This design comes from an exercise in tuning for small area, a short achievable clock period and few clock cycles on the open sky130 flow, not from production work.
Only simulation tests tie the RTL to the original design; equivalence was not proved.

## flow/run.sh

```bash
#!/bin/bash
# synth_recipe.tcl (not shown) runs the flow's synth.tcl, then flattens the netlist and writes it again
# the make line also repeats each setting of config.mk as NAME=value (left out here)
make -C /OpenROAD-flow-scripts/flow DESIGN_CONFIG=/design/flow/config.mk WORK_HOME=/design/flow/orfs CLKGATE_MAP_FILE= SYNTH_SCRIPT=/design/flow/synth_recipe.tcl finish
```

## flow/config.mk

```make
export PLATFORM = sky130hd
export DESIGN_NAME = SinX
export DESIGN_NICKNAME = SinX
export VERILOG_FILES = /design/flow/design.v
export SDC_FILE = /design/flow/constraint.sdc
export NUM_CORES = 4
export LEC_CHECK = 0
export ABC_AREA = 1
export ABC_CLOCK_PERIOD_IN_PS = 50000
export CAP_MARGIN = 20
export CORE_MARGIN = 2
export CORE_UTILIZATION = 50
export SLEW_MARGIN = 20
```

## flow/constraint.sdc

```tcl
create_clock -name core_clock -period 80.0 [get_ports {clk}]
set_input_delay 16.0000 -clock core_clock [delete_from_list [all_inputs] [get_ports {clk}]]
set_output_delay 16.0000 -clock core_clock [all_outputs]
set_load 0.01 [all_outputs]
```

## flow/design.v

```verilog
module fp_addsub(Sum, A, B, sub);
	input [31:0] A, B;
	input sub;
	output [31:0] Sum;
	wire sA = A[31];
	wire sB = B[31] ^ sub;
	wire [7:0] eA = A[30:23];
	wire [7:0] eB = B[30:23];
	wire [23:0] mA = {1'b1, A[22:0]};
	wire [23:0] mB = {1'b1, B[22:0]};
	wire [8:0] dd = {1'b0,eA} - {1'b0,eB};
	wire swap = dd[8] | ((dd[7:0] == 8'd0) & (B[22:0] > A[22:0]));
	wire [7:0] eBig = swap ? eB : eA;
	 wire [7:0] d = dd[8] ? -dd[7:0] : dd[7:0];
	wire [23:0] mBig = swap ? mB : mA;
	wire [23:0] mSm = swap ? mA : mB;
	wire [23:0] mSh = (d[7:5] != 3'd0 || d[4:3] == 2'b11) ? 24'd0 : (mSm >> d[4:0]);
	wire eff_sub = sA ^ sB;
	wire [24:0] R = {1'b0, mBig} + ({1'b0, mSh} ^ {25{eff_sub}}) + {24'd0, eff_sub};
	wire [23:0] F0 = R[24:1];
	reg [4:0] lz;
	integer k;
	always @(*) begin
		lz = 5'd24;
		for (k = 0; k < 24; k = k + 1)
			if (F0[k]) lz = 5'd23 - k[4:0];
	end
	wire [23:0] F5 = F0 << lz;
	wire [7:0] E = eBig + 8'd1 - {3'b000, lz};
	assign Sum = {swap ? sB : sA, E, F5[22:0]};
endmodule
module SinX(Out, OE, In, start, clk, reset);
	input clk, reset, start;
	input [31:0] In;
	output [31:0] Out;
	output OE;
	localparam [31:0] C360 = 32'h43B40000;
	localparam [31:0] C180 = 32'h43340000;
	localparam [31:0] C90  = 32'h42B40000;
	localparam [31:0] C45  = 32'h42340000;
	localparam [31:0] KCORDIC = 32'h3F1B7507;
	reg st_idle, st_red, st_f2, st_f3, st_it, st_out;
	reg [4:0] i;
	reg s;
	reg [31:0] x, y, z;
	wire [31:0] arctan_i =
		(i == 5'd2) ? 32'h41D48539 :
		(i == 5'd3) ? 32'h41609474 :
		(i == 5'd4) ? 32'h40E40022 :
		(i == 5'd5) ? 32'h4064E2A9 :
		(i == 5'd6) ? 32'h3FE51BCA :
		(i == 5'd7) ? 32'h3F652A1A :
		(i == 5'd8) ? 32'h3EE52DAF :
		(i == 5'd9) ? 32'h3E652E94 :
		(i == 5'd10) ? 32'h3DE52ECD :
		(i == 5'd11) ? 32'h3D652EDC :
		(i == 5'd12) ? 32'h3CE52EDF :
		(i == 5'd13) ? 32'h3C652EE0 :
		(i == 5'd14) ? 32'h3BE52EE0 :
		(i == 5'd15) ? 32'h3B652EE0 :
		(i == 5'd16) ? 32'h3BF5471D :
		(i == 5'd17) ? 32'h3A652EE0 :
		(i == 5'd18) ? 32'h39E52EE0 :
		(i == 5'd19) ? 32'h39652EE0 :
		32'h38E52EE0;
	wire k360 = ~z[31] & (z[30:0] > C360[30:0]);
	wire k180 = ~z[31] & (z[30:0] > C180[30:0]);
	wire k90 = ~z[31] & (z[30:0] > C90[30:0]);
	wire [7:0] i8 = {3'b000, i};
	wire [31:0] ysh = {y[31], y[30:23] - i8, y[22:0]};
	wire [31:0] xsh = {x[31], x[30:23] - i8, x[22:0]};
	wire [31:0] zb = st_it ? arctan_i : (k180 ? C360 : (k90 ? C180 : C45));
	wire [31:0] xo, yo, zo;
	fp_addsub az(zo, z, zb, ~st_it | ~z[31]);
	wire d = zo[31];
	fp_addsub ax(xo, x, ysh, ~d);
	fp_addsub ay(yo, y, xsh, d);
	wire fold = (st_red & ~k360 & k180) | ((st_red | st_f2) & ~k180 & k90);
	wire go_it = ((st_red | st_f2) & ~k90) | st_f3;
	wire last = st_it & (i == 5'd20);
	always @(posedge clk, posedge reset) begin
		if (reset) begin
			st_idle <= 1'b1;
			st_red <= 1'b0;
			st_f2 <= 1'b0;
			st_f3 <= 1'b0;
			st_it <= 1'b0;
			st_out <= 1'b0;
		end else begin
			st_idle <= (st_idle & ~start) | st_out;
			st_red <= (st_idle & start) | (st_red & k360);
			st_f2 <= st_red & ~k360 & k180;
			st_f3 <= (st_red | st_f2) & ~k180 & k90;
			st_it <= go_it | (st_it & ~last);
			st_out <= last;
		end
	end
	always @(posedge clk) begin
		if (st_idle | st_out)
			z <= {1'b0, In[30:0]};
		else
			z <= {zo[31] & ~fold, zo[30:0]};
		if (st_idle)
			s <= In[31];
		else if (st_red & ~k360 & k180)
			s <= ~s;
		x <= (st_it | go_it) ? xo : KCORDIC;
		y <= (st_it | go_it) ? yo : KCORDIC;
		i <= (st_it | go_it) ? i + 5'd1 : 5'd1;
	end
	assign OE = st_out;
	assign Out = {s, y[30:0]};
endmodule
```

==> results of run 1 <==
==> routing by layer <==
layer	wire [um]	part of all wire, %	GRT usage (%)
met5	13	0.015	0
met3	10100	12	9.35
met1	38900	46	56.1
met4	2410	2.8	10.8
met2	33200	39	53.2
==> cell families (layout without fill, tap and decap cells) <==
| family | count (synthesis) | after routing | synth area share [%] |
|---|---|---|---|
| AOI/OAI and AO/OA | 628 | 628 | 17.2 |
| xor gates and xnor gates | 166 | 166 | 7.30 |
| adders and majority gates | 197 | 197 | 12.1 |
| buffers and inverters | 559 | 520 | 10.8 |
| DFF | 108 | 108 | 10.5 |
| muxes | 7 | 7 | 0.333 |
| and+or+nand+nor | 2010 | 2010 | 41.8 |
==> state kept, by name, summed over array words and instances (netlist names) <==
signal   cells
i            5
s            1
st_f2        1
st_f3        1
st_idle      1
st_it        1
st_out       1
st_red       1
x           32
y           32
z           32
==> worst paths after layout <==
path                                   from                end  cells past startpoint
max in group asynchronous             reset  st_idle$_DFF_PP1_                      2
setup / recovery           y[24]$_SDFF_PP1_            Out[24]                      1
hold reg to reg             i[0]$_SDFF_PP1_    i[0]$_SDFF_PP1_                      1
min in group asynchronous             reset   st_red$_DFF_PP0_                      2
setup reg to reg              z[30]$_DFF_P_      z[30]$_DFF_P_                     63
hold / removal              i[0]$_SDFF_PP1_    i[0]$_SDFF_PP1_                      1
==> cell usage after synthesis, types with 8 or more instances <==
cell type / instances
sky130_fd_sc_hd__dfxtp_1: 101
sky130_fd_sc_hd__a31oi_1: 30
sky130_fd_sc_hd__nand2_1: 998
sky130_fd_sc_hd__or2_2: 17
sky130_fd_sc_hd__o21ai_0: 268
sky130_fd_sc_hd__inv_1: 393
sky130_fd_sc_hd__nor2_2: 8
sky130_fd_sc_hd__buf_6: 12
sky130_fd_sc_hd__nor4_1: 14
sky130_fd_sc_hd__o21a_1: 8
sky130_fd_sc_hd__o211ai_1: 56
sky130_fd_sc_hd__nand2_2: 27
sky130_fd_sc_hd__buf_1: 19
sky130_fd_sc_hd__nand3_1: 592
sky130_fd_sc_hd__buf_2: 37
sky130_fd_sc_hd__nand3_2: 12
sky130_fd_sc_hd__o21ai_1: 23
sky130_fd_sc_hd__xnor2_1: 18
sky130_fd_sc_hd__clkbuf_1: 62
sky130_fd_sc_hd__nor3_1: 36
sky130_fd_sc_hd__nand4_1: 36
sky130_fd_sc_hd__nor2_1: 240
sky130_fd_sc_hd__fa_1: 11
sky130_fd_sc_hd__ha_1: 186
sky130_fd_sc_hd__buf_4: 12
sky130_fd_sc_hd__inv_2: 22
sky130_fd_sc_hd__xor2_1: 137
sky130_fd_sc_hd__a21oi_1: 169
sky130_fd_sc_hd__nand2_4: 9
==> metrics by stage <==
stage          util, %  worst slack (ns)  hold WS, ns
2_1_floorplan        -             63.50        0.445
3_3_place_gp      52.3             62.88        0.475
3_5_place_dp      52.3             62.87        0.478
4_1_cts           53.0             62.44        0.496
5_1_grt           53.0             62.37        0.518
6_report          53.0             62.43        0.495
==> final cells by class <==
type,count,share of cell area [%]
clock buffers,10,1.03
well taps,539,3.05
clock inverters,6,0.215
inverters,417,7.07
multi-input cells,3008,75.0
flip-flops and latches,108,9.96
repair buffers,87,3.71
==> metrics.log, run 1 <==
INFO  metric run_status = finished clean
INFO  metric final_common_cell = sky130_fd_sc_hd__nand2_1
INFO  metric clock_tree.buffer_depth = 2
INFO  metric path_max_fanout = 6
INFO  metric timing.critical_path.from_type = flop
INFO  metric largest_cells_by_area_after_synthesis = sky130_fd_sc_hd__nand2_1 (18%), sky130_fd_sc_hd__nand3_1 (14%), sky130_fd_sc_hd__ha_1 (11%), sky130_fd_sc_hd__dfxtp_1 (9.6%), sky130_fd_sc_hd__inv_1 (7.0%)
INFO  metric cp.buffers_inverters = 1
INFO  metric yosysWarnings = 2
INFO  metric cts.clk_slew.worst_paths = 0.10 ns
INFO  metric area_of_the_mapped_netlist = 0.0211 sq mm
INFO  metric cts_hold_fix_bufs = 0
INFO  metric routed_wire_length = between 80 and 90 mm
INFO  metric core_area = ~0.042 sq mm
INFO  metric clock_root_buffer = sky130_fd_sc_hd__clkbuf_16
INFO  metric cts.repair_timing.setup_buffer_count = 0
INFO  metric numPortBuffers = 67
INFO  metric postRouteAntennaNets = 0
INFO  metric cap_viol_max_count = 0
INFO  metric synth_fp_nets = slightly below 4000
INFO  metric finalClockSkew = 0.0253 ns
INFO  metric critical_path.cell_chain = clkdlybuf4s50_1
INFO  metric ff_latch_area = around 0.0022 sq mm
INFO  metric total_track_usage = between 30% and 40%
INFO  metric ys_seq_area_share = between 10% and 20%
INFO  metric synth_area_per_cell = roughly 5.7 sq um
INFO  metric largest_net_degree_at_the_start_of_global_routing = 73
INFO  metric antenna_cells_inserted = 0
INFO  metric multiInputGateArea = between 0.015 and 0.02 sq mm
INFO  metric die_width = between 200 and 250 um
INFO  metric die_area = between 0.04 and 0.05 sq mm
INFO  metric route.detailed.wl_per_inst = ~20 um
INFO  metric synth.largest_area_cell = sky130_fd_sc_hd__nand2_1
INFO  metric gp_congestion = a little over 1
INFO  metric synth.lib_cells_used.distinct = 70
INFO  metric post_synth_edffs = 1
INFO  metric insertion_delay_to_the_later_sink_of_the_worst_skew_pair = ~0.4 ns
INFO  metric via_count_of_the_first_global_routing_pass = 22500
INFO  metric synthesis.instances = 3675
INFO  metric worst_path_required_time = between 60 and 70 ns
INFO  metric max_stage_delay = between 0.6 and 0.7 ns
INFO  metric first_iter_violations = ~3200
INFO  metric min_period_over_period = between 20 and 25%
INFO  metric drc = 0
INFO  metric start_util = 50.4%
INFO  metric via_count = 25300
INFO  metric hpwlAfterDp = between 60 and 70 mm
INFO  metric fraction_of_final_layout_cells_with_drive_strength_greater_than_1 = between 4 and 5%
INFO  metric fillCellCount = approximately 4500
INFO  metric setup_repair_after_global_routing_missed_its_margin = no
INFO  metric cts-buffers-inserted = 9
INFO  metric worst-setup-path-type = flop to output port
INFO  metric layout.cells.non_filler = approximately 4200
INFO  metric setup_viol = 0
INFO  metric grt_antenna_before_repair = 2
INFO  metric most_used_flip_flop_cell_after_synthesis = sky130_fd_sc_hd__dfxtp_1
INFO  metric placed_area = 0.0219 sq mm
INFO  metric tightest_slew = 1.08 ns
INFO  metric floorplan.die.height = approximately 210 um
INFO  metric grt_first_pass_wirelength = about 130 mm
INFO  metric drt-pass1-iter-count = 6
INFO  metric synth_async_sr_flop_share = around 5.6%
INFO  metric stdcell_area = 0.0221 sq mm
INFO  metric drv_slew = 0
INFO  metric routed_via_density = about 6.1
INFO  metric slew_headroom = 27.3%
INFO  metric placed_cells = ~4200
INFO  metric worst_hold_path_type = flop to flop
INFO  metric placementRows = 75
INFO  metric cts.sinks = between 100 and 150
INFO  metric cts_tree = yes
INFO  metric setup_slack_of_the_most_critical_reg_to_reg_path = 66.30 ns
INFO  metric cts.repair.resized = 0
INFO  metric layout-area-overhead-vs-synth = 5.13%
INFO  metric setup-tns-final = 0 ns
INFO  metric path_delay_family = buffers and inverters
INFO  metric layout.cells.most_common_list = sky130_fd_sc_hd__nand2_1 (998), sky130_fd_sc_hd__nand3_1 (592), sky130_fd_sc_hd__inv_1 (393)
INFO  metric post-route-min-period = roughly 18 ns
INFO  metric design.final.nets = slightly below 4000
INFO  metric worst_ep_arrival_time = about 1.6 ns
INFO  metric synth.ff_latch_count = roughly 110
INFO  metric grt_remaining_overflow = 0
INFO  metric max_clock_freq = 56.9 MHz
INFO  metric total_i_o_pin_count = 68
INFO  metric htreeDepth = 3
INFO  metric type_of_element_capturing_the_critical_path = output port
INFO  metric final_hold_viol_count = 0
INFO  metric synthDominantCellAreaShare = approximately 18%
INFO  metric cell_type_of_the_slowest_stage_on_the_worst_timing_path = sky130_fd_sc_hd__clkdlybuf4s50_1
Testbench counts, summed over its fixed seeds: cycles 7,175.
==> run 2: changes to the inputs <==
==> flow/flow/run.sh (new file) <==
#!/bin/bash
# The standard layout (standard.sh: the standard synthesis, then ORFS to
# finish), except that the input and output ports are buffered with
# sky130_fd_sc_hd__buf_2 cells instead of the buffer ORFS picks by default
# (a clkdlybuf4s50_1 delay cell). Each make run's full output goes to a log
# file of its own in this folder; ORFS's per-step logs are under orfs/logs.
set -euo pipefail
bash standard.sh synth > make_synth.log 2>&1
bash standard.sh "BUFFER_PORTS_ARGS=-buffer_cell sky130_fd_sc_hd__buf_2" finish > make_finish.log 2>&1
==> flow/standard.sh (new file) <==
#!/bin/bash
# synth_recipe.tcl (not shown) runs the flow's synth.tcl, then flattens the netlist and writes it again
# the make line also repeats each setting of config.mk as NAME=value (left out here)
make -C /OpenROAD-flow-scripts/flow DESIGN_CONFIG=/design/flow/config.mk WORK_HOME=/design/flow/orfs CLKGATE_MAP_FILE= SYNTH_SCRIPT=/design/flow/synth_recipe.tcl "${@:-finish}"
removed: flow/run.sh
==> metrics.log, run 2 <==
INFO  metric cts_hold_fix_bufs = 0
INFO  metric post-route-min-period = 17.14 ns
INFO  metric synthMostInstantiatedCell = sky130_fd_sc_hd__nand2_1
INFO  metric setup_slack_of_the_most_critical_reg_to_reg_path = between 60 and 70 ns
INFO  metric synthesis.instances = 3675
INFO  metric total_i_o_pin_count = 68
INFO  metric path_delay_family = flip-flops
INFO  metric drt-pass1-iter-count = 6
INFO  metric worst_r2r_startpoint = i[1]$_SDFF_PP0_
INFO  metric final_common_cell = sky130_fd_sc_hd__nand2_1
INFO  metric run_status = finished clean
INFO  metric core_area = around 0.042 sq mm
INFO  metric die_width = 209 um
INFO  metric post_synth_edffs = 1
INFO  metric total_track_usage = roughly 37%
INFO  metric ys_seq_area_share = 10.5%
INFO  metric htreeDepth = 3
INFO  metric die_area = roughly 0.044 sq mm
INFO  metric drc = 0
INFO  metric cts.clk_slew.worst_paths = 0.10 ns
INFO  metric layout.cells.most_common_list = sky130_fd_sc_hd__nand2_1 (998), sky130_fd_sc_hd__nand3_1 (592), sky130_fd_sc_hd__inv_1 (393)
INFO  metric most_used_flip_flop_cell_after_synthesis = sky130_fd_sc_hd__dfxtp_1
INFO  metric max_clock_freq = ~58 MHz
INFO  metric cts_tree = yes
INFO  metric floorplan.die.height = between 200 and 250 um
INFO  metric hpwlAfterDp = about 70 mm
INFO  metric area_of_the_mapped_netlist = between 0.02 and 0.025 sq mm
INFO  metric synth.largest_area_cell = sky130_fd_sc_hd__nand2_1
INFO  metric layout-area-overhead-vs-synth = 3.57%
INFO  metric routed_wire_length = 84.7 mm
INFO  metric clock_root_buffer = sky130_fd_sc_hd__clkbuf_16
INFO  metric synthDominantCellAreaShare = around 18%
INFO  metric grt_antenna_before_repair = 4
INFO  metric largest_cells_by_area_after_synthesis = sky130_fd_sc_hd__nand2_1 (18%), sky130_fd_sc_hd__nand3_1 (14%), sky130_fd_sc_hd__ha_1 (11%), sky130_fd_sc_hd__dfxtp_1 (9.6%), sky130_fd_sc_hd__inv_1 (7.0%)
INFO  metric cp.buffers_inverters = 1
INFO  metric timing.hold.worst_path_depth = 1
INFO  metric numPortBuffers = between 60 and 70
INFO  metric setup_viol = 0
INFO  metric cts.sinks = roughly 110
INFO  metric antenna_cells_inserted = 0
INFO  metric path_max_fanout = 6
INFO  metric finalClockSkew = 0.0257 ns
INFO  metric min_period_over_period = 21.4%
INFO  metric grt_first_pass_wirelength = 128 mm
INFO  metric cell_type_of_the_slowest_stage_on_the_worst_timing_path = sky130_fd_sc_hd__dfxtp_1
INFO  metric design.final.nets = between 3000 and 4000
INFO  metric cts.repair.resized = 0
INFO  metric synth.ff_latch_count = between 100 and 150
INFO  metric final_hold_viol_count = 0
INFO  metric synth.cells.most_frequent = sky130_fd_sc_hd__nand2_1 (998), sky130_fd_sc_hd__nand3_1 (592), sky130_fd_sc_hd__inv_1 (393), sky130_fd_sc_hd__o21ai_0 (268), sky130_fd_sc_hd__nor2_1 (240)
INFO  metric worst_ep_arrival_time = between 1 and 1.5 ns
INFO  metric setup_repair_after_global_routing_missed_its_margin = no
INFO  metric start_util = 50.4%
INFO  metric hold_path.startpoint = i[0]$_SDFF_PP1_
INFO  metric via_count = 25200
INFO  metric cts-buffers-inserted = 9
INFO  metric reg_top3 = x: 32 flops, y: 32 flops, z: 32 flops
INFO  metric max_stage_delay = roughly 0.50 ns
INFO  metric type_of_element_capturing_the_critical_path = output port
INFO  metric worst-r2r-cell-count = 66
INFO  metric grt_remaining_overflow = 0
INFO  metric r2r-end = z[30]$_DFF_P_
INFO  metric worst_hold_path_type = flop to flop
INFO  metric synth_area_per_cell = ~5.7 sq um
INFO  metric postRouteAntennaNets = 0
INFO  metric worst-setup-path-type = flop to output port
INFO  metric cts.repair_timing.setup_buffer_count = 0
INFO  metric drv_slew = 0
INFO  metric insertion_delay_to_the_later_sink_of_the_worst_skew_pair = approximately 0.4 ns
INFO  metric synth.lib_cells_used.distinct = 70
INFO  metric yosysWarnings = 2
INFO  metric whs_endpoint = i[0]$_SDFF_PP1_
INFO  metric largest_net_degree_at_the_start_of_global_routing = 84
INFO  metric fraction_of_final_layout_cells_with_drive_strength_greater_than_1 = under 10%
INFO  metric tightest_slew = 1.06 ns
INFO  metric placementRows = 75
INFO  metric clock_tree.buffer_depth = 2
INFO  metric setup-tns-final = 0 ns
INFO  metric route.detailed.wl_per_inst = 20.3 um
INFO  metric cap_viol_max_count = 0
INFO  metric timing.critical_path.depth = 1
INFO  metric synth_async_sr_flop_share = under 10%
INFO  metric gp_congestion = approximately 1.0
INFO  metric first_iter_violations = about 3500
INFO  metric via_count_of_the_first_global_routing_pass = between 20000 and 25000
INFO  metric critical_path.cell_chain = buf_2
INFO  metric timing.critical_path.from_type = flop
INFO  metric routed_via_density = ~6.0
INFO  metric worst_path_required_time = ~64 ns
INFO  metric synth_fp_nets = ~3900
INFO  metric slew_headroom = about 29%
run 2: cell counts after synthesis:
No cell type changed its count.
run 2: per-layer routing:
layer,up-vias,GRT usage (%),routed length [um]
met2,1279,53.1,33300
li1,12200,-,-
met3,137,8.43,9890
met1,11600,56.3,39400
met4,4,9.58,2150
met5,-,0,19
run 2: per-stage QoR:
step           worst slack (ns)  hold slack [ns]  cell area [sq um]  util (%)  std cells
2_1_floorplan             63.50            0.445              21100         -       3675
6_report                  62.86            0.515              21800      52.2       4175
4_1_cts                   62.86            0.511              21800      52.2       4175
5_1_grt                   62.82            0.535              21800      52.2       4175
3_3_place_gp              63.32            0.485              21500      51.5       4159
3_5_place_dp              63.28            0.492              21500      51.5       4159
run 2: how the worst max path moves through the flow:
stage,from,endpoint,slack (ns)
CTS,y[24]$_SDFF_PP1_,Out[24],62.86
floorplan,s$_DFFE_PP_,Out[31],63.50
detailed placement,y[24]$_SDFF_PP1_,Out[24],63.28
finish,y[24]$_SDFF_PP1_,Out[24],62.86
global placement,y[24]$_SDFF_PP1_,Out[24],63.32
global route,y[24]$_SDFF_PP1_,Out[24],62.82
run 2: kinds of logic after synthesis:
kind of cell	Yosys count	share of synthesized area [%]
xor gates and xnor gates	166	7.30
DFF	108	10.5
AOI/OAI and AO/OA	628	17.2
buffers and inverters	559	10.8
muxes	7	0.333
and+or+nand+nor	2010	41.8
adders and majority gates	197	12.1
run 2: final cells by class:
| type | instances | area (sq um) |
|---|---|---|
| clock buffers | 10 | 239 |
| clock inverters | 6 | 45.0 |
| fillers | 4491 | 20000 |
| inverters | 417 | 1570 |
| multi-input cells | 3008 | 16600 |
| flip-flops and latches | 108 | 2200 |
| well taps | 539 | 674 |
| repair buffers | 87 | 485 |
==> run 3: changes to the inputs <==
==> flow/flow/run.sh (replaced) <==
#!/bin/bash
# The standard layout (standard.sh: the standard synthesis, then ORFS to
# finish), except that the input and output ports are buffered with
# sky130_fd_sc_hd__buf_1 cells instead of the buffer ORFS picks by default
# (a clkdlybuf4s50_1 delay cell). Each make run's full output goes to a log
# file of its own in this folder; ORFS's per-step logs are under orfs/logs.
set -euo pipefail
bash standard.sh synth > make_synth.log 2>&1
bash standard.sh "BUFFER_PORTS_ARGS=-buffer_cell sky130_fd_sc_hd__buf_1" finish > make_finish.log 2>&1
==> metrics.log, run 3 <==
INFO  metric start_util = 50.4%
INFO  metric cts-buffers-inserted = 9
INFO  metric core_area = about 0.042 sq mm
INFO  metric design.final.nets = ~3900
INFO  metric synth_async_sr_flop_share = 5.56%
INFO  metric drc = 0
INFO  metric worst-setup-path-type = flop to output port
INFO  metric synth.ff_latch_count = between 100 and 150
INFO  metric synth_top_family_by_area = simple AND/OR/NAND/NOR gates
INFO  metric worst_r2r_startpoint = z[30]$_DFF_P_
INFO  metric antenna_cells_inserted = 0
INFO  metric placed_area = 0.0214 sq mm
INFO  metric gp_congestion = between 1 and 1.5
INFO  metric clock_root_buffer = sky130_fd_sc_hd__clkbuf_16
INFO  metric via_count = about 25000
INFO  metric synthDominantCellAreaShare = 17.8%
INFO  metric synth-compound-area-share = between 10% and 20%
INFO  metric synth.lib_cells_used.distinct = 70
INFO  metric setup_repair_after_global_routing_missed_its_margin = no
INFO  metric slew_headroom = 25.2%
INFO  metric stdcell_area = 0.0217 sq mm
INFO  metric die_area = roughly 0.044 sq mm
INFO  metric path_delay_family = flip-flops
INFO  metric worst_hold_path_type = flop to flop
INFO  metric final_hold_viol_count = 0
INFO  metric routed_via_density = just over 6
INFO  metric synth.cells.most_frequent = sky130_fd_sc_hd__nand2_1 (998), sky130_fd_sc_hd__nand3_1 (592), sky130_fd_sc_hd__inv_1 (393), sky130_fd_sc_hd__o21ai_0 (268), sky130_fd_sc_hd__nor2_1 (240)
INFO  metric reg_top3 = x: 32 flops, y: 32 flops, z: 32 flops
INFO  metric total_i_o_pin_count = between 60 and 70
INFO  metric grt_first_pass_wirelength = ~130 mm
INFO  metric layout-area-overhead-vs-synth = 3.17%
INFO  metric synth_area_per_cell = around 5.7 sq um
INFO  metric insertion_delay_to_the_later_sink_of_the_worst_skew_pair = a little under 0.4 ns
INFO  metric floorplan.die.height = 209 um
INFO  metric worst-r2r-cell-count = 67
INFO  metric most_used_flip_flop_cell_after_synthesis = sky130_fd_sc_hd__dfxtp_1
INFO  metric area_of_the_mapped_netlist = around 0.021 sq mm
INFO  metric cts_tree = yes
INFO  metric drv_slew = 0
INFO  metric routed_wire_length = about 84 mm
INFO  metric setup_slack_of_the_most_critical_reg_to_reg_path = 66.15 ns
INFO  metric max_stage_delay = around 0.52 ns
INFO  metric yosysWarnings = 2
INFO  metric die_width = between 200 and 250 um
INFO  metric worst_path_required_time = about 64 ns
INFO  metric synth_simple_gate_area_share = about two fifths
INFO  metric placementRows = 75
INFO  metric grt_antenna_before_repair = 0
INFO  metric setup_viol = 0
INFO  metric postRouteAntennaNets = 0
INFO  metric cts.sinks = about 110
INFO  metric numPortBuffers = 67
INFO  metric cap_viol_max_count = 0
INFO  metric run_status = finished clean
INFO  metric path_max_fanout = 6
INFO  metric total_track_usage = a little under two fifths
INFO  metric layout.cells.most_common_list = sky130_fd_sc_hd__nand2_1 (998), sky130_fd_sc_hd__nand3_1 (592), sky130_fd_sc_hd__inv_1 (393)
INFO  metric post_synth_mux_area_share = 0.333%
INFO  metric post-route-min-period = about 17 ns
INFO  metric synth_area_in_adders = 12.1%
INFO  metric cts.repair_timing.setup_buffer_count = 0
INFO  metric ys_seq_area_share = a little over a tenth
INFO  metric largest_cells_by_area_after_synthesis = sky130_fd_sc_hd__nand2_1 (18%), sky130_fd_sc_hd__nand3_1 (14%), sky130_fd_sc_hd__ha_1 (11%), sky130_fd_sc_hd__dfxtp_1 (9.6%), sky130_fd_sc_hd__inv_1 (7.0%)
INFO  metric synthMostInstantiatedCell = sky130_fd_sc_hd__nand2_1
INFO  metric cts.repair.resized = 0
INFO  metric r2r-end = z[30]$_DFF_P_
INFO  metric cp.buffers_inverters = 1
INFO  metric critical_path.cell_chain = buf_1
INFO  metric worst_ep_arrival_time = about 1.2 ns
INFO  metric synth_fp_nets = 3907
INFO  metric route.detailed.wl_per_inst = ~20 um
INFO  metric clock_tree.buffer_depth = 2
INFO  metric first_iter_violations = ~3400
INFO  metric setup-tns-final = 0 ns
INFO  metric max_clock_freq = roughly 58 MHz
INFO  metric hpwlAfterDp = between 60 and 70 mm
INFO  metric synthesis.instances = 3675
INFO  metric whs_endpoint = st_idle$_DFF_PP1_
INFO  metric largest_net_degree_at_the_start_of_global_routing = 84
INFO  metric fraction_of_final_layout_cells_with_drive_strength_greater_than_1 = around 4.6%
INFO  metric hold_path.startpoint = st_out$_DFF_PP0_
INFO  metric drt-pass1-iter-count = 8
INFO  metric post_synth_edffs = 1
INFO  metric cts.clk_slew.worst_paths = about 0.090 ns
INFO  metric timing.hold.worst_path_depth = 2
INFO  metric min_period_over_period = approximately 21%
INFO  metric synth.largest_area_cell = sky130_fd_sc_hd__nand2_1
INFO  metric timing.critical_path.from_type = flop
INFO  metric cts_hold_fix_bufs = 0
INFO  metric tightest_slew = 1.11 ns
INFO  metric via_count_of_the_first_global_routing_pass = between 20000 and 25000
INFO  metric final_common_cell = sky130_fd_sc_hd__nand2_1
INFO  metric cell_type_of_the_slowest_stage_on_the_worst_timing_path = sky130_fd_sc_hd__dfxtp_1
INFO  metric finalClockSkew = 0.0355 ns
INFO  metric synthXorXnorAreaFrac = under 10%
INFO  metric grt_remaining_overflow = 0
INFO  metric type_of_element_capturing_the_critical_path = output port
INFO  metric htreeDepth = 3
run 3: layer usage:
metal / part of all wire [%] / wire length, um / vias up / global-route usage (%)
li1: - / - / 12200 / -
met1: 46 / 38800 / 11600 / 56.6
met2: 39 / 32900 / 1304 / 52.3
met3: 11 / 9400 / 133 / 6.40
met4: 3.2 / 2660 / 0 / 10.7
met5: 0 / 0 / - / 0
run 3: area by class of cell:
| type | instances | area [sq um] |
|---|---|---|
| tap | 539 | 674 |
| clock buffer | 10 | 229 |
| clock inverter | 6 | 55.1 |
| sequential | 108 | 2200 |
| timing repair buffer | 87 | 402 |
| inverter | 417 | 1570 |
| multi-input combinational | 3008 | 16600 |
| fill | 4464 | 20000 |
run 3: cells by family (layout without fill, tap and decap cells):
group,Yosys count,in the layout
flip-flops,108,108
adder cells (fa/ha/maj),197,197
AND/OR/NAND/NOR,2010,2010
AO/OA/AOI/OAI,628,628
multiplexers,7,7
XOR/XNOR,166,166
buffers and inverters,559,520
run 3: stage by stage:
stage	cells	utilization, %	hold slack [ns]	setup WS (ns)
global route	4175	52.0	0.538	62.79
detailed placement	4159	51.3	0.501	63.26
CTS	4175	52.0	0.518	62.85
floorplan	3675	-	0.445	63.50
finish	4175	52.0	0.516	62.83
global placement	4159	51.3	0.487	63.27
run 3: worst max-delay path by stage:
stage | from | end | slack [ns] | cells past startpoint
6_report | y[24]$_SDFF_PP1_ | Out[24] | 62.83 | 1
5_1_grt | y[24]$_SDFF_PP1_ | Out[24] | 62.79 | 1
4_1_cts | y[24]$_SDFF_PP1_ | Out[24] | 62.85 | 1
3_5_place_dp | y[24]$_SDFF_PP1_ | Out[24] | 63.26 | 1
3_3_place_gp | y[24]$_SDFF_PP1_ | Out[24] | 63.27 | 1
2_1_floorplan | s$_DFFE_PP_ | Out[31] | 63.50 | 1
==> run 4: changes to the inputs <==
--- a/flow/design.v
+++ b/flow/design.v
@@ -10,12 +10,57 @@
 	wire [23:0] mB = {1'b1, B[22:0]};
 	wire [8:0] dd = {1'b0,eA} - {1'b0,eB};
-	wire swap = dd[8] | ((dd[7:0] == 8'd0) & (B[22:0] > A[22:0]));
+	function automatic gt23;
+		input [22:0] a, b;
+		reg [31:0] g, e;
+		integer l, k;
+		begin
+			g = {9'd0, b & ~a};
+			e = {9'h1FF, ~(a ^ b)};
+			for (l = 1; l < 32; l = l * 2)
+				for (k = 0; k < 32; k = k + 2 * l) begin
+					g[k] = g[k + l] | (e[k + l] & g[k]);
+					e[k] = e[k + l] & e[k];
+				end
+			gt23 = g[0];
+		end
+	endfunction
+	wire swap = dd[8] | ((dd[7:0] == 8'd0) & gt23(A[22:0], B[22:0]));
 	wire [7:0] eBig = swap ? eB : eA;
-	 wire [7:0] d = dd[8] ? -dd[7:0] : dd[7:0];
+	wire [7:0] d = dd[8] ? -dd[7:0] : dd[7:0];
 	wire [23:0] mBig = swap ? mB : mA;
 	wire [23:0] mSm = swap ? mA : mB;
 	wire [23:0] mSh = (d[7:5] != 3'd0 || d[4:3] == 2'b11) ? 24'd0 : (mSm >> d[4:0]);
 	wire eff_sub = sA ^ sB;
-	wire [24:0] R = {1'b0, mBig} + ({1'b0, mSh} ^ {25{eff_sub}}) + {24'd0, eff_sub};
+	wire [23:0] bx = mSh ^ {24{eff_sub}};
+	function automatic [24:0] bk_add;
+		input [23:0] a, b;
+		input ci;
+		reg [31:0] g, p, G, P;
+		integer l, k;
+		begin
+			g = {8'd0, a & b};
+			p = {8'd0, a ^ b};
+			g[0] = g[0] | (p[0] & ci);
+			G = g; P = p;
+			for (l = 1; l < 32; l = l * 2)
+				for (k = 2 * l - 1; k < 32; k = k + 2 * l) begin
+					G[k] = G[k] | (P[k] & G[k - l]);
+					P[k] = P[k] & P[k - l];
+				end
+			for (l = 8; l >= 1; l = l / 2)
+				for (k = 3 * l - 1; k < 32; k = k + 2 * l) begin
+					G[k] = G[k] | (P[k] & G[k - l]);
+					P[k] = P[k] & P[k - l];
+				end
+			bk_add[0] = p[0] ^ ci;
+			for (k = 1; k < 24; k = k + 1)
+				bk_add[k] = p[k] ^ G[k - 1];
+			bk_add[24] = G[23];
+		end
+	endfunction
+	wire [24:0] R0 = bk_add(mBig, bx, eff_sub);
+	wire [23:0] Rl = R0[23:0];
+	wire rc = R0[24];
+	wire [24:0] R = {rc ^ eff_sub, Rl};
 	wire [23:0] F0 = R[24:1];
 	reg [4:0] lz;
==> flow/flow/run.sh (replaced) <==
#!/bin/bash
# The standard layout (standard.sh: the standard synthesis, then ORFS to
# finish), except that the input and output ports are buffered with
# sky130_fd_sc_hd__buf_2 cells instead of the buffer ORFS picks by default
# (a clkdlybuf4s50_1 delay cell). Each make run's full output goes to a log
# file of its own in this folder; ORFS's per-step logs are under orfs/logs.
set -euo pipefail
bash standard.sh synth > make_synth.log 2>&1
bash standard.sh "BUFFER_PORTS_ARGS=-buffer_cell sky130_fd_sc_hd__buf_2" finish > make_finish.log 2>&1
==> metrics.log, run 4 <==
INFO  metric cp.buffers_inverters = 1
INFO  metric via_count_of_the_first_global_routing_pass = ~21000
INFO  metric yosysWarnings = 2
INFO  metric core_area = 0.0407 sq mm
INFO  metric final_common_cell = sky130_fd_sc_hd__nand2_1
INFO  metric max_stage_delay = approximately 0.46 ns
INFO  metric numPortBuffers = 67
INFO  metric via_count = approximately 23000
INFO  metric placed_cells = ~4000
INFO  metric setup_slack_of_the_most_critical_reg_to_reg_path = around 67 ns
INFO  metric hpwlAfterDp = approximately 62 mm
INFO  metric synth.largest_area_cell = sky130_fd_sc_hd__nand2_1
INFO  metric clock_tree.buffer_depth = 2
INFO  metric hold_path.startpoint = st_out$_DFF_PP0_
INFO  metric synth_area_per_cell = between 5 and 6 sq um
INFO  metric cts.sinks = about 110
INFO  metric htreeDepth = 3
INFO  metric first_iter_violations = roughly 2300
INFO  metric ys_seq_area_share = between 10% and 20%
INFO  metric postRouteAntennaNets = 0
INFO  metric cts.clk_slew.worst_paths = roughly 0.080 ns
INFO  metric fraction_of_final_layout_cells_with_drive_strength_greater_than_1 = ~5.7%
INFO  metric min_period_over_period = a little over a fifth
INFO  metric drt-pass1-iter-count = 6
INFO  metric post_synth_edffs = 1
INFO  metric synth_top_family_by_area = simple AND/OR/NAND/NOR gates
INFO  metric synth.lib_cells_used.distinct = 60
INFO  metric setup-tns-final = 0 ns
INFO  metric synth_simple_gate_area_share = between 30 and 40%
INFO  metric grt_first_pass_wirelength = around 120 mm
INFO  metric tightest_slew = roughly 1.1 ns
INFO  metric layout.cells.non_filler = 4019
INFO  metric die_area = 0.0428 sq mm
INFO  metric placementRows = 74
INFO  metric area_of_the_mapped_netlist = ~0.02 sq mm
INFO  metric routed_via_density = ~5.8
INFO  metric post-route-min-period = between 15 and 20 ns
INFO  metric die_width = 207 um
INFO  metric post_synth_mux_area_share = less than 1%
INFO  metric timing.critical_path.from_type = flop
INFO  metric cap_viol_max_count = 0
INFO  metric drv_slew = 0
INFO  metric floorplan.die.height = 207 um
INFO  metric cts_tree = yes
INFO  metric synth_fp_nets = 3803
INFO  metric largest_cells_by_area_after_synthesis = sky130_fd_sc_hd__nand2_1 (17%), sky130_fd_sc_hd__ha_1 (12%), sky130_fd_sc_hd__nand3_1 (12%), sky130_fd_sc_hd__dfxtp_1 (9.8%), sky130_fd_sc_hd__inv_1 (8.0%)
INFO  metric insertion_delay_to_the_later_sink_of_the_worst_skew_pair = roughly 0.4 ns
INFO  metric synthXorXnorAreaFrac = around 6.4%
INFO  metric path_max_fanout = 6
INFO  metric synth.cells.most_frequent = sky130_fd_sc_hd__nand2_1 (932), sky130_fd_sc_hd__nand3_1 (477), sky130_fd_sc_hd__inv_1 (441), sky130_fd_sc_hd__o21ai_0 (328), sky130_fd_sc_hd__ha_1 (203)
INFO  metric cts_hold_fix_bufs = 0
INFO  metric gp_congestion = about 1
INFO  metric critical_path.cell_chain = buf_2
INFO  metric whs_endpoint = z[31]$_SDFF_PP0_
INFO  metric synthMostInstantiatedCell = sky130_fd_sc_hd__nand2_1
INFO  metric path_delay_family = flip-flops
INFO  metric r2r-end = y[30]$_SDFF_PP0_
INFO  metric synth.ff_latch_count = approximately 110
INFO  metric setup_repair_after_global_routing_missed_its_margin = no
INFO  metric reg_top3 = x: 32 flops, y: 32 flops, z: 32 flops
INFO  metric largest_net_degree_at_the_start_of_global_routing = 95
INFO  metric drc = 0
INFO  metric layout-area-overhead-vs-synth = 4.44%
INFO  metric start_util = about half
INFO  metric clock_root_buffer = sky130_fd_sc_hd__clkbuf_16
INFO  metric synth_area_in_adders = about 17%
INFO  metric worst_path_required_time = roughly 64 ns
INFO  metric grt_remaining_overflow = 0
INFO  metric worst-r2r-cell-count = 63
INFO  metric finalClockSkew = 0.0168 ns
INFO  metric antenna_cells_inserted = 0
INFO  metric worst_ep_arrival_time = 1.04 ns
INFO  metric worst_hold_path_type = flop to flop
INFO  metric final_hold_viol_count = 0
INFO  metric synthDominantCellAreaShare = around 17%
INFO  metric route.detailed.wl_per_inst = roughly 19 um
INFO  metric run_status = finished clean
INFO  metric worst-setup-path-type = flop to output port
INFO  metric worst_r2r_startpoint = i[0]$_SDFF_PP1_
INFO  metric total_i_o_pin_count = 68
INFO  metric layout.cells.most_common_list = sky130_fd_sc_hd__nand2_1 (930), sky130_fd_sc_hd__nand3_1 (477), sky130_fd_sc_hd__inv_1 (441)
INFO  metric post-place-ws = 63.37 ns
INFO  metric max_clock_freq = slightly below 60 MHz
INFO  metric routed_wire_length = around 76 mm
INFO  metric final_critical_path_setup_slack = between 60 and 70 ns
INFO  metric cts.repair.resized = 0
INFO  metric placed_area = 0.0212 sq mm
INFO  metric most_used_flip_flop_cell_after_synthesis = sky130_fd_sc_hd__dfxtp_1
INFO  metric design.final.nets = ~3800
INFO  metric timing.hold.worst_path_depth = 1
INFO  metric synth_async_sr_flop_share = about 5.6%
INFO  metric total_track_usage = between 30% and 40%
INFO  metric type_of_element_capturing_the_critical_path = output port
INFO  metric cell_type_of_the_slowest_stage_on_the_worst_timing_path = sky130_fd_sc_hd__dfxtp_1
INFO  metric slew_headroom = 29.4%
INFO  metric synthesis.instances = ~3500
INFO  metric cts-buffers-inserted = 9
INFO  metric grt_antenna_before_repair = 1
INFO  metric stdcell_area = 0.0215 sq mm
INFO  metric cts.repair_timing.setup_buffer_count = 0
INFO  metric setup_viol = 0
INFO  metric synth-compound-area-share = between 10% and 20%
==> run 4: cell types whose count changed after synthesis, sizes merged, moves of 17 or more <==
cell,delta
o21ai,+56
inv,+53
nand2,-88
clkbuf,+27
nand3,-125
a21oi,-18
fa,+33
buf,-29
nor2,-63
ha,+17
==> run 4: cell families (layout without fill, tap and decap cells) <==
| kind of cell | Yosys count | after routing |
|---|---|---|
| simple gates | 1735 | 1735 |
| compound gates | 658 | 658 |
| flops | 108 | 108 |
| fa+ha+maj | 247 | 247 |
| buf+inv | 615 | 581 |
| xor+xnor | 149 | 149 |
| mux | 9 | 9 |
==> run 4: per-layer routing <==
layer / routed length (um) / track usage (%)
met1: 31500 / 42.3
met2: 36800 / 59.9
met3: 4480 / 3.88
met4: 3710 / 15.7
met5: 0 / 0
==> run 4: final cells by class <==
cell class              count  area [sq um]
repair buffers             90           508
fillers                  4317         19200
well taps                 532           666
clock buffers              10           250
inverters                 475          1780
multi-input cells        2798         16100
clock inverters             6          50.0
flip-flops and latches    108          2200
==> run 4: worst max path at each step <==
stage,startpoint,to,slack (ns),cells after the start
floorplan,s$_DFFE_PP_,Out[31],63.50,1
global placement,y[24]$_SDFF_PP1_,Out[24],63.38,1
detailed placement,y[24]$_SDFF_PP1_,Out[24],63.37,1
CTS,y[24]$_SDFF_PP1_,Out[24],62.93,1
global route,y[24]$_SDFF_PP1_,Out[24],62.90,1
finish,y[24]$_SDFF_PP1_,Out[24],62.96,1
==> run 4: metrics by stage <==
stage	utilization (%)	hold WS, ns
4_1_cts	52.8	0.510
3_3_place_gp	52.1	0.484
6_report	52.8	0.511
5_1_grt	52.8	0.532
2_1_floorplan	-	0.444
3_5_place_dp	52.1	0.498
Testbench counts of run 4, summed over its fixed seeds: cycles 7,175.
==> run 5: changes to the inputs <==
--- a/flow/design.v
+++ b/flow/design.v
@@ -1,2 +1,17 @@
+module rca(s, co, a, b, ci);
+	parameter W = 8;
+	input [W-1:0] a, b;
+	input ci;
+	output [W-1:0] s;
+	output co;
+	wire [W:0] c;
+	assign c[0] = ci;
+	genvar g;
+	generate for (g = 0; g < W; g = g + 1) begin : bit_
+		assign s[g] = a[g] ^ b[g] ^ c[g];
+		assign c[g+1] = (a[g] & b[g]) | (c[g] & (a[g] ^ b[g]));
+	end endgenerate
+	assign co = c[W];
+endmodule
 module fp_addsub(Sum, A, B, sub);
 	input [31:0] A, B;
@@ -9,5 +24,8 @@
 	wire [23:0] mA = {1'b1, A[22:0]};
 	wire [23:0] mB = {1'b1, B[22:0]};
-	wire [8:0] dd = {1'b0,eA} - {1'b0,eB};
+	wire [7:0] ddl;
+	wire ddc;
+	rca #(8) u_dd(ddl, ddc, eA, ~eB, 1'b1);
+	wire [8:0] dd = {~ddc, ddl};
 	function automatic gt23;
 		input [22:0] a, b;
==> flow/flow/run.sh (replaced) <==
#!/bin/bash
# The standard layout (standard.sh: the standard synthesis, then ORFS to
# finish), except that the input and output ports are buffered with
# sky130_fd_sc_hd__buf_1 cells instead of the buffer ORFS picks by default
# (a clkdlybuf4s50_1 delay cell). Each make run's full output goes to a log
# file of its own in this folder; ORFS's per-step logs are under orfs/logs.
set -euo pipefail
bash standard.sh synth > make_synth.log 2>&1
bash standard.sh "BUFFER_PORTS_ARGS=-buffer_cell sky130_fd_sc_hd__buf_1" finish > make_finish.log 2>&1
==> metrics.log, run 5 <==
INFO  metric setup_viol = 0
INFO  metric post_synth_mux_area_share = less than 1%
INFO  metric hpwlAfterDp = ~64 mm
INFO  metric worst-setup-path-type = flop to output port
INFO  metric synth.ff_latch_count = 108
INFO  metric synthMostInstantiatedCell = sky130_fd_sc_hd__nand2_1
INFO  metric reg_top3 = x: 32 flops, y: 32 flops, z: 32 flops
INFO  metric insertion_delay_to_the_later_sink_of_the_worst_skew_pair = 0.40 ns
INFO  metric post-route-min-period = between 15 and 20 ns
INFO  metric synth_async_sr_flop_share = under 10%
INFO  metric placementRows = 73
INFO  metric via_count = roughly 23000
INFO  metric most_used_flip_flop_cell_after_synthesis = sky130_fd_sc_hd__dfxtp_1
INFO  metric cts.repair.resized = 0
INFO  metric setup-tns-final = 0 ns
INFO  metric antenna_cells_inserted = 0
INFO  metric largest_cells_by_area_after_synthesis = sky130_fd_sc_hd__nand2_1 (17%), sky130_fd_sc_hd__nand3_1 (13%), sky130_fd_sc_hd__ha_1 (11%), sky130_fd_sc_hd__dfxtp_1 (10%), sky130_fd_sc_hd__o21ai_0 (7.8%)
INFO  metric drt-pass1-iter-count = 6
INFO  metric area_of_the_mapped_netlist = a little over 0.02 sq mm
INFO  metric multiInputGateArea = around 0.016 sq mm
INFO  metric run_status = finished clean
INFO  metric synthesis.instances = approximately 3400
INFO  metric timing.critical_path.from = y[22]$_SDFF_PP0_
INFO  metric die_area = roughly 0.042 sq mm
INFO  metric worst_ep_arrival_time = 1.07 ns
INFO  metric hold_path.startpoint = st_f3$_DFF_PP0_
INFO  metric post_synth_edffs = 1
INFO  metric worst_path_required_time = approximately 64 ns
INFO  metric via_count_of_the_first_global_routing_pass = approximately 21000
INFO  metric numPortBuffers = 67
INFO  metric layout-area-overhead-vs-synth = 4.05%
INFO  metric cp.buffers_inverters = 1
INFO  metric die_width = 205 um
INFO  metric path_delay_family = flip-flops
INFO  metric final_common_cell = sky130_fd_sc_hd__nand2_1
INFO  metric post-route-util = between 50% and 60%
INFO  metric cap_viol_max_count = 0
INFO  metric grt_first_pass_wirelength = roughly 120 mm
INFO  metric floorplan.die.height = between 200 and 250 um
INFO  metric synth-compound-area-share = ~16%
INFO  metric ff_latch_area = about 0.0022 sq mm
INFO  metric routed_wire_length = 77.7 mm
INFO  metric gp_congestion = a little over 1
INFO  metric path_max_fanout = 5
INFO  metric max_stage_delay = roughly 0.40 ns
INFO  metric synth.largest_area_cell = sky130_fd_sc_hd__nand2_1
INFO  metric clock_root_buffer = sky130_fd_sc_hd__clkbuf_16
INFO  metric maxUsedRoutingLayer = met4
INFO  metric drv_slew = 0
INFO  metric setup_repair_after_global_routing_missed_its_margin = no
INFO  metric placed_area = 0.0206 sq mm
INFO  metric synthXorXnorAreaFrac = under 10%
INFO  metric total_track_usage = a little over a third
INFO  metric design.final.nets = roughly 3600
INFO  metric worst_r2r_startpoint = i[0]$_SDFF_PP1_
INFO  metric cts.sinks = around 110
INFO  metric ys_seq_area_share = a little over a tenth
INFO  metric met1Wirelength = about 31 mm
INFO  metric cts-buffers-inserted = 9
INFO  metric wire_length_on_met2 = approximately 38 mm
INFO  metric grt_remaining_overflow = 0
INFO  metric cts_hold_fix_bufs = 0
INFO  metric postRouteAntennaNets = 0
INFO  metric htreeDepth = 3
INFO  metric synth_top_family_by_area = simple AND/OR/NAND/NOR gates
INFO  metric yosysWarnings = 2
INFO  metric total_i_o_pin_count = 68
INFO  metric type_of_element_capturing_the_critical_path = output port
INFO  metric first_iter_violations = about 2200
INFO  metric synthDominantCellAreaShare = roughly 17%
INFO  metric synth_simple_gate_area_share = between 30% and 40%
INFO  metric tightest_slew = between 0.9 and 1 ns
INFO  metric synth_area_in_adders = roughly 17%
INFO  metric synth_fp_nets = 3674
INFO  metric cts.clk_slew.worst_paths = 0.08 ns
INFO  metric start_util = 50.7%
INFO  metric grt_antenna_before_repair = 2
INFO  metric route.detailed.wl_per_inst = around 20 um
INFO  metric core_area = a little under 0.04 sq mm
INFO  metric largest_net_degree_at_the_start_of_global_routing = 84
INFO  metric drc = 0
INFO  metric critical_path.cell_chain = buf_1
INFO  metric layout.cells.most_common_list = sky130_fd_sc_hd__nand2_1 (887), sky130_fd_sc_hd__nand3_1 (508), sky130_fd_sc_hd__inv_1 (415)
INFO  metric synth.cells.most_frequent = sky130_fd_sc_hd__nand2_1 (889), sky130_fd_sc_hd__nand3_1 (508), sky130_fd_sc_hd__inv_1 (415), sky130_fd_sc_hd__o21ai_0 (313)
INFO  metric min_period_over_period = a little over a fifth
INFO  metric cts.repair_timing.setup_buffer_count = 0
INFO  metric slew_headroom = approximately a third
INFO  metric finalClockSkew = 0.0268 ns
INFO  metric routed_via_density = about 5.9
INFO  metric fillCellCount = about 4300
INFO  metric synth_area_per_cell = just under 6 sq um
INFO  metric wl_met3 = between 4 and 5 mm
INFO  metric stdcell_area = about 0.021 sq mm
INFO  metric timing.critical_path.from_type = flop
INFO  metric max_clock_freq = between 50 and 60 MHz
INFO  metric clock_tree.buffer_depth = 2
INFO  metric cts_tree = yes
INFO  metric fraction_of_final_layout_cells_with_drive_strength_greater_than_1 = approximately 3.8%
INFO  metric synth.lib_cells_used.distinct = 67
INFO  metric final_hold_viol_count = 0
INFO  metric cell_type_of_the_slowest_stage_on_the_worst_timing_path = sky130_fd_sc_hd__dfxtp_1
INFO  metric worst_hold_path_type = flop to flop
run 5: cell types whose count changed after synthesis, moves of 14 or more:
cell                      before  now
sky130_fd_sc_hd__nand3_1     477  508
sky130_fd_sc_hd__inv_1       441  415
sky130_fd_sc_hd__nor3_1       37   23
sky130_fd_sc_hd__nand2_1     932  889
sky130_fd_sc_hd__o21ai_0     328  313
sky130_fd_sc_hd__a21oi_1     153  129
sky130_fd_sc_hd__fa_1         44   62
sky130_fd_sc_hd__ha_1        203  181
run 5: per-stage QoR:
stage               setup WS, ns  hold slack [ns]  instances
floorplan                  63.50            0.419       3396
global placement           63.37            0.446       3873
detailed placement         63.36            0.467       3873
CTS                        62.95            0.491       3889
global route               62.88            0.517       3890
finish                     62.93            0.487       3890
run 5: cell families (layout without fill, tap and decap cells):
kind of cell,Yosys count,count (layout)
compound gates,593,593
mux,7,7
simple gates,1721,1721
flops,108,108
xor+xnor,141,141
fa+ha+maj,243,243
buf+inv,583,552
run 5: area by class of cell:
cell class,instances,share of cell area (%)
Sequential cell,108,10.5
Clock buffer,11,1.16
Clock inverter,5,0.286
Inverter,446,7.98
Multi-Input combinational cell,2705,74.8
Tap cell,525,3.13
Timing Repair Buffer,90,2.12
run 5: path summary, 6_finish.rpt:
kind | end | slack [ns] | cells after the start
hold / removal | st_it$_DFF_PP0_ | 0.49 | 2
hold reg to reg | st_it$_DFF_PP0_ | 0.49 | 2
setup / recovery | Out[22] | 62.93 | 1
max in group asynchronous | st_idle$_DFF_PP1_ | 64.25 | 2
min in group asynchronous | st_out$_DFF_PP0_ | 15.49 | 2
setup reg to reg | y[30]$_SDFF_PP0_ | 65.81 | 56
run 5: metal layers:
metal / vias up / GRT usage, %
li1: 11100 / -
met3: 191 / 4.39
met2: 946 / 64.3
met1: 10500 / 43.4
met5: - / 0
met4: 0 / 19.7
run 5: tightest hold or removal path, stage by stage, from the launching register on:
cell and delay [ns]:
sky130_fd_sc_hd__dfrtp_1 0.35, sky130_fd_sc_hd__a21oi_1 0.05, sky130_fd_sc_hd__nand2_1 0.06
Testbench counts of run 5, summed over its fixed seeds: cycles 7,175.
==> run 6: changes to the inputs <==
--- a/flow/design.v
+++ b/flow/design.v
@@ -82,12 +82,15 @@
 	wire [24:0] R = {rc ^ eff_sub, Rl};
 	wire [23:0] F0 = R[24:1];
-	reg [4:0] lz;
-	integer k;
-	always @(*) begin
-		lz = 5'd24;
-		for (k = 0; k < 24; k = k + 1)
-			if (F0[k]) lz = 5'd23 - k[4:0];
-	end
-	wire [23:0] F5 = F0 << lz;
+	wire z16 = F0[23:8] == 16'd0;
+	wire [23:0] F1 = z16 ? {F0[7:0], 16'd0} : F0;
+	wire z8 = F1[23:16] == 8'd0;
+	wire [23:0] F2 = z8 ? {F1[15:0], 8'd0} : F1;
+	wire z4 = F2[23:20] == 4'd0;
+	wire [23:0] F3 = z4 ? {F2[19:0], 4'd0} : F2;
+	wire z2 = F3[23:22] == 2'd0;
+	wire [23:0] F4 = z2 ? {F3[21:0], 2'd0} : F3;
+	wire z1 = ~F4[23];
+	wire [23:0] F5 = z1 ? {F4[22:0], 1'b0} : F4;
+	wire [4:0] lz = (z16 & F0[7:0] == 8'd0) ? 5'd24 : {z16, z8, z4, z2, z1};
 	wire [7:0] E = eBig + 8'd1 - {3'b000, lz};
 	assign Sum = {swap ? sB : sA, E, F5[22:0]};
==> metrics.log, run 6 <==
INFO  metric synth.cells.most_frequent = sky130_fd_sc_hd__nand2_1 (1052), sky130_fd_sc_hd__inv_1 (429), sky130_fd_sc_hd__o21ai_0 (366), sky130_fd_sc_hd__nor2_1 (232), sky130_fd_sc_hd__nand3_1 (201)
INFO  metric fraction_of_final_layout_cells_with_drive_strength_greater_than_1 = between 4 and 5%
INFO  metric routed_wire_length = approximately 74 mm
INFO  metric worst-setup-path-type = flop to output port
INFO  metric worst_hold_path_type = flop to flop
INFO  metric insertion_delay_to_the_later_sink_of_the_worst_skew_pair = a little over 0.4 ns
INFO  metric timing.critical_path.depth = 1
INFO  metric cap_viol_max_count = 0
INFO  metric placementRows = 73
INFO  metric post-route-util = between 50% and 60%
INFO  metric synth.largest_area_cell = sky130_fd_sc_hd__nand2_1
INFO  metric grt_antenna_before_repair = 1
INFO  metric most_used_flip_flop_cell_after_synthesis = sky130_fd_sc_hd__dfxtp_1
INFO  metric synthXorXnorAreaFrac = 6.32%
INFO  metric placed_area = a little over 0.02 sq mm
INFO  metric cts_hold_fix_bufs = 0
INFO  metric synth-compound-area-share = 18.3%
INFO  metric type_of_element_capturing_the_critical_path = output port
INFO  metric via_count = 22200
INFO  metric synth_top_family_by_area = simple AND/OR/NAND/NOR gates
INFO  metric start_util = around 50%
INFO  metric route.detailed.wl_per_inst = about 19 um
INFO  metric final_common_cell = sky130_fd_sc_hd__nand2_1
INFO  metric layout.cells.most_common_list = sky130_fd_sc_hd__nand2_1 (1049), sky130_fd_sc_hd__inv_1 (429), sky130_fd_sc_hd__o21ai_0 (365)
INFO  metric post_synth_mux_area_share = less than 1%
INFO  metric cell_type_of_the_slowest_stage_on_the_worst_timing_path = sky130_fd_sc_hd__dfxtp_1
INFO  metric max_clock_freq = 58.7 MHz
INFO  metric setup_repair_after_global_routing_missed_its_margin = no
INFO  metric cts.repair.resized = 0
INFO  metric grt_remaining_overflow = 0
INFO  metric area_of_the_mapped_netlist = between 0.015 and 0.02 sq mm
INFO  metric post-route-min-period = between 15 and 20 ns
INFO  metric synth_area_in_adders = between 10% and 20%
INFO  metric postRouteAntennaNets = 0
INFO  metric reg_top3 = x: 32 flops, y: 32 flops, z: 32 flops
INFO  metric yosysWarnings = 2
INFO  metric drv_slew = 0
INFO  metric worst_path_required_time = 64.00 ns
INFO  metric die_area = between 0.04 and 0.05 sq mm
INFO  metric clock_root_buffer = sky130_fd_sc_hd__clkbuf_16
INFO  metric core_area = approximately 0.040 sq mm
INFO  metric setup_viol = 0
INFO  metric floorplan.die.height = ~200 um
INFO  metric total_track_usage = a little over a third
INFO  metric routed_via_density = around 5.7
INFO  metric cts.clk_slew.worst_paths = about 0.10 ns
INFO  metric drt-pass1-iter-count = 6
INFO  metric setup-tns-final = 0 ns
INFO  metric clock_tree.buffer_depth = 2
INFO  metric largest_cells_by_area_after_synthesis = sky130_fd_sc_hd__nand2_1 (20%), sky130_fd_sc_hd__ha_1 (11%), sky130_fd_sc_hd__dfxtp_1 (10%), sky130_fd_sc_hd__o21ai_0 (9.2%), sky130_fd_sc_hd__inv_1 (8.1%)
INFO  metric grt_first_pass_wirelength = approximately 110 mm
INFO  metric synth_simple_gate_area_share = about a third
INFO  metric synthDominantCellAreaShare = approximately a fifth
INFO  metric cts-buffers-inserted = 9
INFO  metric synthMostInstantiatedCell = sky130_fd_sc_hd__nand2_1
INFO  metric ys_seq_area_share = 11.1%
INFO  metric cts_tree = yes
INFO  metric critical_path.cell_chain = buf_1
INFO  metric first_iter_violations = 2661
INFO  metric hpwlAfterDp = 61.9 mm
INFO  metric timing.hold.worst_path_depth = 1
INFO  metric timing.critical_path.from_type = flop
INFO  metric worst_ep_arrival_time = 1.05 ns
INFO  metric path_delay_family = flip-flops
INFO  metric cts.sinks = ~110
INFO  metric synth.lib_cells_used.distinct = between 60 and 70
INFO  metric design.final.nets = ~3600
INFO  metric final_hold_viol_count = 0
INFO  metric stdcell_area = ~0.021 sq mm
INFO  metric path_max_fanout = 5
INFO  metric max_stage_delay = just over 0.4 ns
INFO  metric tightest_slew = 1.23 ns
INFO  metric synth_async_sr_flop_share = about 5.6%
INFO  metric via_count_of_the_first_global_routing_pass = just under 20000
INFO  metric total_i_o_pin_count = slightly below 70
INFO  metric min_period_over_period = 21.3%
INFO  metric run_status = finished clean
INFO  metric htreeDepth = 3
INFO  metric antenna_cells_inserted = 0
INFO  metric largest_net_degree_at_the_start_of_global_routing = 92
INFO  metric drc = 0
INFO  metric synth.ff_latch_count = ~110
INFO  metric fillCellCount = 4294
INFO  metric finalClockSkew = between 0.015 and 0.02 ns
INFO  metric cp.buffers_inverters = 1
INFO  metric layout-area-overhead-vs-synth = 3.72%
INFO  metric synth_area_per_cell = approximately 5.8 sq um
INFO  metric cts.repair_timing.setup_buffer_count = 0
INFO  metric slew_headroom = 16.8%
INFO  metric gp_congestion = 1.05
INFO  metric synth_fp_nets = about 3700
INFO  metric synthesis.instances = ~3400
INFO  metric numPortBuffers = 67
INFO  metric die_width = between 200 and 250 um
INFO  metric post_synth_edffs = 1
INFO  metric worst-r2r-cell-count = ~80
==> run 6: cell types whose count changed in the layout (fill, tap and decap cells not counted), moves of 10 or more <==
| cell | change |
|---|---|
| sky130_fd_sc_hd__a31oi_1 | -13 |
| sky130_fd_sc_hd__inv_1 | +14 |
| sky130_fd_sc_hd__nand2_1 | +162 |
| sky130_fd_sc_hd__nand3_1 | -307 |
| sky130_fd_sc_hd__nor2_1 | +48 |
| sky130_fd_sc_hd__nor3_1 | +10 |
| sky130_fd_sc_hd__o21ai_0 | +55 |
| sky130_fd_sc_hd__o21ai_1 | +25 |
==> run 6: path summary, 6_finish.rpt <==
path                                 startpoint           endpoint  slack [ns]
worst max-delay path            y[0]$_SDFF_PN1_             Out[0]       62.95
worst min-delay path            i[0]$_SDFF_PN1_    i[0]$_SDFF_PN1_        0.51
worst max register to register    z[29]$_DFF_P_      z[30]$_DFF_P_       63.16
worst min register to register  i[0]$_SDFF_PN1_    i[0]$_SDFF_PN1_        0.51
max in group asynchronous                 reset  st_idle$_DFF_PP1_       64.26
min in group asynchronous                 reset   st_red$_DFF_PP0_       15.48
==> run 6: cell type report <==
| type | instances | area (sq um) | share of cell area (%) |
|---|---|---|---|
| Clock inverter | 6 | 62.6 | 0.303 |
| Multi-Input combinational cell | 2693 | 15400 | 74.5 |
| Tap cell | 525 | 657 | 3.18 |
| Inverter | 461 | 1730 | 8.40 |
| Timing Repair Buffer | 85 | 387 | 1.87 |
| Clock buffer | 10 | 229 | 1.11 |
| Sequential cell | 108 | 2200 | 10.7 |
==> run 6: per-stage QoR <==
step | std cells | hold slack, ns | setup slack (ns)
final | 3888 | 0.512 | 62.95
after CTS | 3888 | 0.508 | 62.94
after global routing | 3888 | 0.529 | 61.66
after global placement | 3872 | 0.491 | 63.42
after floorplan | 3403 | 0.445 | 63.50
after detailed placement | 3872 | 0.490 | 63.40
==> run 6: cells by family after synthesis <==
group,count (synthesis)
compound gates,665
xor+xnor,141
fa+ha+maj,243
buf+inv,602
flops,108
mux,11
simple gates,1633
==> run 6: metal layers <==
metal / wire (um) / track usage [%] / vias to the layer above
met4: 1510 / 8.16 / 2
met5: 9 / 0 / -
met1: 34500 / 53.2 / 10300
met3: 9660 / 11.8 / 79
met2: 28800 / 48.8 / 1004
li1: - / - / 10900
Testbench counts of run 6, summed over its fixed seeds: cycles 7,175.

==> re-timing with driven ports <==
No port has a modelled driver above. Below, the same layouts with a new extraction and two added sets of constraints. Step 1 sets driving cells, clkbuf_16 on the clock port and buf_2 on the other inputs (assumed; they add their load-dependent delay and slew). Step 2 also shifts input and output timing later by t, the mid clock arrival at the registers, as if the neighbouring blocks saw the same clock. Slacks: ideal / step 1 / step 2; pairs: ideal / step 1.
| run | t, ns | slack for setup (ns) | worst setup path after step 2 | worst register clock-pin slew, ns | cell pins on the clock port's net |
|---|---|---|---|---|---|
| run 1 | 0.430 | 62.431 / 62.377 / 62.808 | register to output | 0.10 / 0.10 | 1 |
| run 2 | 0.434 | 62.864 / 62.808 / 63.242 | register to output | 0.10 / 0.10 | 1 |
| run 3 | 0.427 | 62.832 / 62.775 / 63.202 | register to output | 0.11 / 0.11 | 1 |
| run 4 | 0.446 | 62.958 / 62.901 / 63.347 | register to output | 0.09 / 0.09 | 1 |
| run 5 | 0.439 | 62.932 / 62.877 / 63.316 | register to output | 0.10 / 0.10 | 1 |
| run 6 | 0.454 | 62.954 / 62.897 / 63.159 | register to register | 0.10 / 0.10 | 1 |
After both steps setup and hold are still met in every run listed.
